Source: an optimization exercise on an open RTL-to-GDS flow (aim: small area and a short achievable clock period). Production flows keep margins and buffers that such runs may drop.
The RTL was checked by simulation tests, not by an equivalence proof against the original design.

==> flow/design.v <==
module UnaryMultiplier
#(
    parameter INPUT_WIDTH = 32,
    parameter COUNT_WIDTH = $clog2(INPUT_WIDTH + 1),
    parameter EPSILON = 8
)
(
    input logic a,
    input logic b,
    input logic [1:0] ready,
    input logic clk,
    input logic reset,
    output logic valid,
    output logic y
);
    logic [5:0]  a_ones, b_ones, a_upper, b_upper, y_count;
    logic [5:0]  g_lower;    
    logic [5:0]  f_upper;    
    logic [10:0] d_upper, d_lower;
    logic        ea, eb, za, zb;
    logic        near_l, near_u, emit, bit1, done;
    logic [5:0]  ab_ones, ab_upper;
    logic [6:0]  hl, hu;
    logic [10:0] dl, du;
    logic [5:0]  yc;
    logic [3:0]  hg, hp;
    logic        c4, neg;
    always_comb begin
        ea = ready[0] & a;
        za = ready[0] & ~a;
        eb = ready[1] & b;
        zb = ready[1] & ~b;
        ab_ones = a_ones + b_ones + 6'd1;
        ab_upper = a_upper + b_upper - 6'd1;
        case ({g_lower[5:4], valid, y})
            4'b00_10: hl = 7'd1;
            4'b00_11: hl = 7'h7f;
            4'b01_10: hl = 7'd2;
            4'b01_11: hl = 7'd0;
            4'b10_10: hl = 7'd3;
            4'b10_11: hl = 7'd1;
            4'b11_10: hl = 7'd4;
            4'b11_11: hl = 7'd2;
            default:  hl = {5'd0, g_lower[5:4]};
        endcase
        dl = d_lower + {hl, g_lower[3:0]};
        case ({f_upper[5:4], valid, y})
            4'b11_10: hu = 7'h7d;
            4'b11_11: hu = 7'h7b;
            4'b10_10: hu = 7'h7e;
            4'b10_11: hu = 7'h7c;
            4'b01_10: hu = 7'h7f;
            4'b01_11: hu = 7'h7d;
            4'b00_10: hu = 7'h00;
            4'b00_11: hu = 7'h7e;
            default:  hu = {5'h1f, ~f_upper[5:4]};
        endcase
        du = d_upper + {hu, ~f_upper[3:0]} + 11'd1;
        yc = y_count + valid;
        done = yc[5];
        near_l = ~dl[10] | (&dl[9:7]);                              
        near_u = du[10] | (~|du[9:8] & (~du[7] | ~|du[6:4]));       
        hg = du[7:4] & dl[7:4];
        hp = du[7:4] ^ dl[7:4];
        c4 = hg[3] | (hp[3] & hg[2]) | (hp[3] & hp[2] & hg[1]) | (hp[3] & hp[2] & hp[1] & hg[0]);
        neg = (du[8] & dl[8]) | ((du[8] ^ dl[8]) & ~c4);
        bit1 = near_l & (~near_u | ~neg);
        emit = ~done & (near_l | near_u);
    end
    always_ff @(posedge clk or negedge reset) begin
        if (!reset) begin
            a_ones <= 0;
            b_ones <= 0;
            a_upper <= 6'd32;
            b_upper <= 6'd32;
            g_lower <= 0;
            f_upper <= 0;
            y_count <= 0;
            d_lower <= 11'h600;    
            d_upper <= 11'h200;    
            y <= 1'b0;
            valid <= 1'b0;
        end else begin
            a_ones <= a_ones + ea;
            b_ones <= b_ones + eb;
            a_upper <= a_upper - za;
            b_upper <= b_upper - zb;
            g_lower <= ({6{ea & ~eb}} & b_ones) | ({6{eb & ~ea}} & a_ones) | ({6{ea & eb}} & ab_ones);
            f_upper <= ({6{za & ~zb}} & b_upper) | ({6{zb & ~za}} & a_upper) | ({6{za & zb}} & ab_upper);
            y_count <= yc;
            d_lower <= dl;
            d_upper <= du;
            valid <= emit;
            y <= bit1;
        end
    end
endmodule
export LEC_CHECK = 0
export CAP_MARGIN = 20
export CORE_MARGIN = 2
export CORE_UTILIZATION = 40
export PLACE_DENSITY = 0.6
export SLEW_MARGIN = 20
create_clock -name core_clock -period 8.0 [get_ports {clk}]
standard.sh (not shown) runs the stock make flow with config.mk's settings and CLKGATE_MAP_FILE= SYNTH_SCRIPT=/design/flow/synth_recipe.tcl, a recipe that flattens the netlist after the stock synthesis.
==> flow/flow/run.sh <==
#!/bin/bash
# The standard layout, except that:
#  - synthesis maps the logic with flow/abc_speed.script (three rounds of
#    &syn2/&dch/&nf) instead of ORFS's ABC script; the rest of synthesis,
#    and so the registers, are ORFS's as run by standard.sh;
#  - the ports get plain buf_2 buffers;
#  - timing repair aims at a setup slack of SETUP_SLACK_MARGIN.
set -e
rm -rf scripts_alt
cp -r "$FLOW_HOME/scripts" scripts_alt
cp flow/abc_speed.script scripts_alt/abc_speed.script
export BUFFER_PORTS_ARGS="-buffer_cell sky130_fd_sc_hd__buf_2"
export SETUP_SLACK_MARGIN=5.3
export CTS_ARGS="-sink_clustering_enable -repair_clock_nets -dont_use_dummy_load -root_buf sky130_fd_sc_hd__clkbuf_8 -buf_list sky130_fd_sc_hd__clkbuf_4"
bash standard.sh SCRIPTS_DIR="$PWD/scripts_alt" synth > synth.log 2>&1
bash standard.sh > standard.log 2>&1
==> flow/flow/abc_speed.script <==
&get -n
&st
&syn2
&dch
&nf
&st
&syn2
&dch
&nf
&st
&syn2
&dch
&nf
&put
buffer -c
topo
stime -c
upsize -c
dnsize -c
The baseline completed without violations.
Then changed:
==> flow/run.sh (new file) <==
#!/bin/bash
# synth_recipe.tcl (not shown) runs the flow's synth.tcl, then flattens the netlist and writes it again
# the make line also repeats each setting of config.mk as NAME=value (left out here)
make -C /OpenROAD-flow-scripts/flow DESIGN_CONFIG=/design/flow/config.mk WORK_HOME=/design/flow/orfs CLKGATE_MAP_FILE= SYNTH_SCRIPT=/design/flow/synth_recipe.tcl finish
SETUP_SLACK_MARGIN = 4.5   (was not set)
removed: flow/flow/run.sh
removed: flow/flow/abc_speed.script
removed: flow/standard.sh
=> Wire length grows by 11%. Worst setup slack is worse by 0.54 ns. Global-route usage grows by 0.24 points.
Then changed:
==> flow/flow/run.sh (new file) <==
#!/bin/bash
# The standard layout, except that:
#  - synthesis maps the logic with flow/abc_speed.script (three rounds of
#    &syn2/&dch/&nf) instead of ORFS's ABC script; the rest of synthesis,
#    and so the registers, are ORFS's as run by standard.sh;
#  - the ports get plain buf_2 buffers;
#  - timing repair aims at a setup slack of SETUP_SLACK_MARGIN.
set -e
rm -rf scripts_alt
cp -r "$FLOW_HOME/scripts" scripts_alt
cp flow/abc_speed.script scripts_alt/abc_speed.script
export BUFFER_PORTS_ARGS="-buffer_cell sky130_fd_sc_hd__buf_2"
export SETUP_SLACK_MARGIN=5.3
bash standard.sh SCRIPTS_DIR="$PWD/scripts_alt" synth > synth.log 2>&1
bash standard.sh > standard.log 2>&1
==> flow/flow/abc_speed.script (new file) <==
&get -n
&st
&syn2
&dch
&nf
&st
&syn2
&dch
&nf
&st
&syn2
&dch
&nf
&put
buffer -c
topo
stime -c
upsize -c
dnsize -c
==> flow/standard.sh (new file) <==
#!/bin/bash
# synth_recipe.tcl (not shown) runs the flow's synth.tcl, then flattens the netlist and writes it again
# the make line also repeats each setting of config.mk as NAME=value (left out here)
make -C /OpenROAD-flow-scripts/flow DESIGN_CONFIG=/design/flow/config.mk WORK_HOME=/design/flow/orfs CLKGATE_MAP_FILE= SYNTH_SCRIPT=/design/flow/synth_recipe.tcl "${@:-finish}"
SETUP_SLACK_MARGIN = not set   (was 4.5)
removed: flow/run.sh
Effect: Setup slack gains 0.60 ns; die area goes down by 5.9%; wire length goes down by 7.8%; sequential share of layout area goes up by 1.4 points; final cell count goes down by 5.0%.
Then changed:
==> flow/flow/run.sh (replaced) <==
#!/bin/bash
# The standard layout, with plain buffers on the ports and timing repair
# aimed at a setup slack of SETUP_SLACK_MARGIN.
export BUFFER_PORTS_ARGS="-buffer_cell sky130_fd_sc_hd__buf_2"
export SETUP_SLACK_MARGIN=5.0
bash standard.sh > standard.log 2>&1
removed: flow/flow/abc_speed.script
What happened: The new run completed without violations; synthesized area increases by 6.5%; design area goes up by about 3.6%; global-route usage is lower by 0.24 points; routed wire length increases by 8.3%; final cell count grows by 5.7%.
Then changed:
==> flow/flow/run.sh (replaced) <==
#!/bin/bash
# The standard layout, except that:
#  - synthesis maps the logic with flow/abc_speed.script (three rounds of
#    &syn2/&dch/&nf) instead of ORFS's ABC script; the rest of synthesis,
#    and so the registers, are ORFS's as run by standard.sh;
#  - the ports get plain buf_2 buffers;
#  - timing repair aims at a setup slack of SETUP_SLACK_MARGIN.
set -e
rm -rf scripts_alt
cp -r "$FLOW_HOME/scripts" scripts_alt
cp flow/abc_speed.script scripts_alt/abc_speed.script
export BUFFER_PORTS_ARGS="-buffer_cell sky130_fd_sc_hd__buf_2"
export SETUP_SLACK_MARGIN=5.3
bash standard.sh SCRIPTS_DIR="$PWD/scripts_alt" synth > synth.log 2>&1
bash standard.sh > standard.log 2>&1
==> flow/flow/abc_speed.script (new file) <==
strash
dc2
dch -f
map -B 0.9
topo
stime -c
buffer -c
upsize -c
dnsize -c
Result: The changed run completed with no timing, DRC or antenna violations; core utilization came out higher by 1.5 points; non-clock buffer count came out higher by 10; flip-flop and latch count is unchanged; routed wire length came out lower by a few percent; first-iteration DRC count came out lower by a quarter to a third; synthesized cell count came out higher by roughly a tenth; area after synthesis came out lower slightly; global-route usage came out lower by 0.21 points.

* * *

## v12
Starts from the design.v that is shown in full above.
Settings: LEC_CHECK=0, CAP_MARGIN=20, CORE_MARGIN=2, CORE_UTILIZATION=40, PLACE_DENSITY=0.6, SLEW_MARGIN=20; clock period 8.0 ns.
==> flow/flow/run.sh <==
#!/bin/bash
# The standard layout, except that:
#  - synthesis maps the logic with flow/abc_speed.script (three rounds of
#    &syn2/&dch/&nf) instead of ORFS's ABC script; the rest of synthesis,
#    and so the registers, are ORFS's as run by standard.sh;
#  - the ports get plain buf_2 buffers;
#  - timing repair aims at a setup slack of SETUP_SLACK_MARGIN.
set -e
rm -rf scripts_alt
cp -r "$FLOW_HOME/scripts" scripts_alt
cp flow/abc_speed.script scripts_alt/abc_speed.script
export BUFFER_PORTS_ARGS="-buffer_cell sky130_fd_sc_hd__buf_2"
export SETUP_SLACK_MARGIN=5.4
bash standard.sh SCRIPTS_DIR="$PWD/scripts_alt" synth > synth.log 2>&1
bash standard.sh > standard.log 2>&1
==> flow/flow/abc_speed.script <==
&get -n
&st
&syn2
&dch
&nf
&st
&syn2
&dch
&nf
&st
&syn2
&dch
&nf
&put
buffer -c
topo
stime -c
upsize -c
dnsize -c
v12 completed end to end with timing, DRC and antenna clean.
Input-level comparison between v24 and v12:
diff --git a/flow/flow/run.sh b/flow/flow/run.sh
--- a/flow/flow/run.sh
+++ b/flow/flow/run.sh
@@ -12,3 +12,4 @@
 export BUFFER_PORTS_ARGS="-buffer_cell sky130_fd_sc_hd__buf_2"
-export SETUP_SLACK_MARGIN=5.4
+export SETUP_SLACK_MARGIN=5.3
+export CTS_ARGS="-sink_clustering_enable -repair_clock_nets -dont_use_dummy_load"
 bash standard.sh SCRIPTS_DIR="$PWD/scripts_alt" synth > synth.log 2>&1
Findings:
From v12 to v24, flip-flop and latch count after synthesis did not move at all.
From v12 to v24 the numbers moved as follows: detailed-route wire length decreased by 3.6% relative to the old numbers, data required time of the worst path closely matched the old numbers, hold slack closely matched the old numbers.
v24: post-synthesis to final-layout area growth is 6.9 points lower than what v12 reported.
Row time the final worst path needs with I/O delays and setup: v24 higher / v12 lower
Delta (v24 minus v12): final weighted congestion of routability-driven global placement went up about 17%, sequential cell area share went up by 2.3 points, fmax flat.
Modified inputs, v10 compared to v24
==> flow/flow/run.sh <==
#!/bin/bash
# Standard layout, with timing repair aimed at a larger setup margin.
cp standard.sh standard.sh.txt
export SETUP_SLACK_MARGIN=${MARGIN:-5.6}
bash standard.sh > standard.log 2>&1
removed: flow/flow/abc_speed.script
On worst-case headroom to the max-slew limit, the higher figure sits with v24, not v10.
From v24 to v10 the numbers moved as follows: synthesized netlist net count up 33; count of inverters not on the clock network in the layout up 2.1%.
Input changes introduced in v59 (baseline for comparison: v10):
==> flow/flow/run.sh <==
#!/bin/bash
# The standard layout, except that:
#  - synthesis maps the logic with flow/abc_speed.script (three rounds of
#    &syn2/&dch/&nf) instead of ORFS's ABC script; the rest of synthesis,
#    and so the registers, are ORFS's as run by standard.sh;
#  - the ports get plain buf_2 buffers;
#  - timing repair aims at a setup slack of SETUP_SLACK_MARGIN.
set -e
rm -rf scripts_alt
cp -r "$FLOW_HOME/scripts" scripts_alt
cp flow/abc_speed.script scripts_alt/abc_speed.script
export BUFFER_PORTS_ARGS="-buffer_cell sky130_fd_sc_hd__buf_2"
export SETUP_SLACK_MARGIN=5.3
bash standard.sh SCRIPTS_DIR="$PWD/scripts_alt" synth > synth.log 2>&1
bash standard.sh > standard.log 2>&1
==> flow/flow/abc_speed.script (new file) <==
&get -n
&st
&syn2
&dch
&nf
&st
&syn2
&dch
&nf
&st
&syn2
&dch
&nf
&put
### Flow results
The final layout from v59, which completed every stage, passed the timing, DRC and antenna checks at the end of the flow.
Against v10, first-pass GRT wire length in v59 fell by more than 10%.
Relative to v10, area growth from synthesis to final layout has decreased by 10 points in v59.
Looking only at combined area of all synthesized cells, and setting everything else aside, the higher value of v59 and v10 goes to v10.

* * *

// UnaryMultiplier: RTL as listed in full above, without the edits since
clock: 8.0 ns
lec_check: 0
cap_margin: 20
core_margin: 2
core_utilization: 40
place_density: 0.6
slew_margin: 20
==> flow/flow/run.sh <==
#!/bin/bash
# The standard layout, except that:
#  - synthesis maps the logic with flow/abc_speed.script (three rounds of
#    &syn2/&dch/&nf) instead of ORFS's ABC script; the rest of synthesis,
#    and so the registers, are ORFS's as run by standard.sh;
#  - the ports get plain buf_2 buffers;
#  - timing repair aims at a setup slack of SETUP_SLACK_MARGIN.
set -e
rm -rf scripts_alt
cp -r "$FLOW_HOME/scripts" scripts_alt
cp flow/abc_speed.script scripts_alt/abc_speed.script
export BUFFER_PORTS_ARGS="-buffer_cell sky130_fd_sc_hd__buf_2"
export SETUP_SLACK_MARGIN=5.0
bash standard.sh SCRIPTS_DIR="$PWD/scripts_alt" synth > synth.log 2>&1
bash standard.sh > standard.log 2>&1
==> flow/flow/abc_speed.script <==
&get -n
&st
&syn2
&dch
&nf
&st
&syn2
&dch
&nf
&st
&syn2
&dch
&nf
&put
buffer -c
topo
stime -c
upsize -c
dnsize -c
The starting point finished with timing, DRC and antenna clean.
Change:
==> flow/run.sh (new file) <==
#!/bin/bash
# synth_recipe.tcl (not shown) runs the flow's synth.tcl, then flattens the netlist and writes it again
# the make line also repeats each setting of config.mk as NAME=value (left out here)
make -C /OpenROAD-flow-scripts/flow DESIGN_CONFIG=/design/flow/config.mk WORK_HOME=/design/flow/orfs CLKGATE_MAP_FILE= SYNTH_SCRIPT=/design/flow/synth_recipe.tcl finish
- ABC_AREA: default -> 1
- SETUP_SLACK_MARGIN: default -> 5
removed: flow/flow/run.sh
removed: flow/flow/abc_speed.script
removed: flow/standard.sh
What happened:
- via count came out higher by a quarter to a third
- setup slack loses 0.059 ns
- routed wire length rises by about a fifth
- final area rises by roughly a tenth
Change:
==> flow/flow/run.sh (new file) <==
#!/bin/bash
# The standard layout, with plain buffers on the ports and timing repair
# aimed at a setup slack of SETUP_SLACK_MARGIN.
export BUFFER_PORTS_ARGS="-buffer_cell sky130_fd_sc_hd__buf_2"
export SETUP_SLACK_MARGIN=5.0
bash standard.sh > standard.log 2>&1
==> flow/standard.sh (new file) <==
#!/bin/bash
# synth_recipe.tcl (not shown) runs the flow's synth.tcl, then flattens the netlist and writes it again
# the make line also repeats each setting of config.mk as NAME=value (left out here)
make -C /OpenROAD-flow-scripts/flow DESIGN_CONFIG=/design/flow/config.mk WORK_HOME=/design/flow/orfs CLKGATE_MAP_FILE= SYNTH_SCRIPT=/design/flow/synth_recipe.tcl "${@:-finish}"
- ABC_AREA: 1 -> default
- GPL_TIMING_DRIVEN: default -> 1
- SETUP_SLACK_MARGIN: 5 -> default
removed: flow/run.sh
Result: Wire length went down by 10%; flip-flop and latch count stays the same; final area went down by 4.5%; via count went down by 12%; sequential share of layout area went up by 1.7 points; setup slack improved by 0.11 ns; die area went down by 4.7%; first-iteration DRC count does not change; core utilization went up by 0.18 points.
Change:
==> flow/flow/run.sh (replaced) <==
#!/bin/bash
# The standard layout, except that:
#  - synthesis maps the logic with flow/abc_speed.script (three rounds of
#    &syn2/&dch/&nf) instead of ORFS's ABC script; the rest of synthesis,
#    and so the registers, are ORFS's as run by standard.sh;
#  - the ports get plain buf_2 buffers;
#  - timing repair aims at a setup slack of SETUP_SLACK_MARGIN.
set -e
rm -rf scripts_alt
cp -r "$FLOW_HOME/scripts" scripts_alt
cp flow/abc_speed.script scripts_alt/abc_speed.script
export BUFFER_PORTS_ARGS="-buffer_cell sky130_fd_sc_hd__buf_2"
export SETUP_SLACK_MARGIN=5.3
bash standard.sh SCRIPTS_DIR="$PWD/scripts_alt" synth > synth.log 2>&1
bash standard.sh > standard.log 2>&1
==> flow/flow/abc_speed.script (new file) <==
&get -n
&st
&syn2
&dch
&nf -p
&st
&syn2
&dch
&nf -p
&st
&syn2
&dch
&nf -p
&put
buffer -c
topo
stime -c
upsize -c
dnsize -c
- GPL_TIMING_DRIVEN: 1 -> default
Synthesized area drops by 6.2%.
Fmax climbs by 5.3%.
Global-route usage climbs by 0.21 points.
Wire length drops by 7.0%.
Via count drops by 9.2%.
Worst hold slack is better by 0.0033 ns.
Flip-flop and latch count is unchanged.

port drivers added, routing unchanged:
Ports are ideal in the flow. The routed layouts listed here were re-timed in OpenROAD.
Step 1 (the two cells are an assumption about what drives the block):
set clk [get_ports {clk}]
set_driving_cell -lib_cell sky130_fd_sc_hd__clkbuf_16 $clk
set_driving_cell -lib_cell sky130_fd_sc_hd__buf_2 [delete_from_list [all_inputs] $clk]
Step 2, shift: input delay + t, output delay - t, t = (earliest + latest rising clock arrival at the registers) / 2. This alone moves slack from input paths to output paths.
Three values: no drivers, after step 1, after step 2; two values: the first two.
run	t, ns	setup slack, ns	hold WS [ns]	worst setup path after step 2	clock arrival spread, ns
the first run of note 1	0.369	5.326 / 5.326 / 5.103	0.470 / 0.470 / 0.470	input to register	0.021 / 0.021
the second run of note 1	0.374	4.790 / 4.790 / 4.515	0.470 / 0.470 / 0.470	input to register	0.010 / 0.011
the third run of note 1	0.376	5.389 / 5.359 / 5.085	0.472 / 0.472 / 0.472	input to register	0.013 / 0.013
the fourth run of note 1	0.366	5.201 / 5.201 / 4.905	0.470 / 0.470 / 0.470	input to register	0.010 / 0.009
the fifth run of note 1	0.373	5.329 / 5.300 / 5.313	0.471 / 0.471 / 0.471	input to register	0.011 / 0.012
v12	0.370	5.330 / 5.330 / 5.124	0.471 / 0.471 / 0.471	input to register	0.009 / 0.009
v24	0.369	5.326 / 5.326 / 5.103	0.470 / 0.470 / 0.470	input to register	0.021 / 0.021
v10	0.378	5.256 / 5.256 / 5.256	0.474 / 0.474 / 0.474	register to register	0.014 / 0.013
v59	0.366	5.343 / 5.343 / 5.104	0.471 / 0.471 / 0.471	input to register	0.009 / 0.009
the first run of note 3	0.365	5.145 / 5.145 / 5.031	0.472 / 0.472 / 0.472	input to register	0.014 / 0.014
the second run of note 3	0.370	5.086 / 5.054 / 4.892	0.467 / 0.467 / 0.467	input to register	0.014 / 0.013
the third run of note 3	0.366	5.201 / 5.201 / 4.905	0.470 / 0.470 / 0.470	input to register	0.010 / 0.009
the fourth run of note 3	0.366	5.343 / 5.343 / 5.039	0.473 / 0.473 / 0.473	input to register	0.012 / 0.012
After both steps every run listed still meets setup and hold.
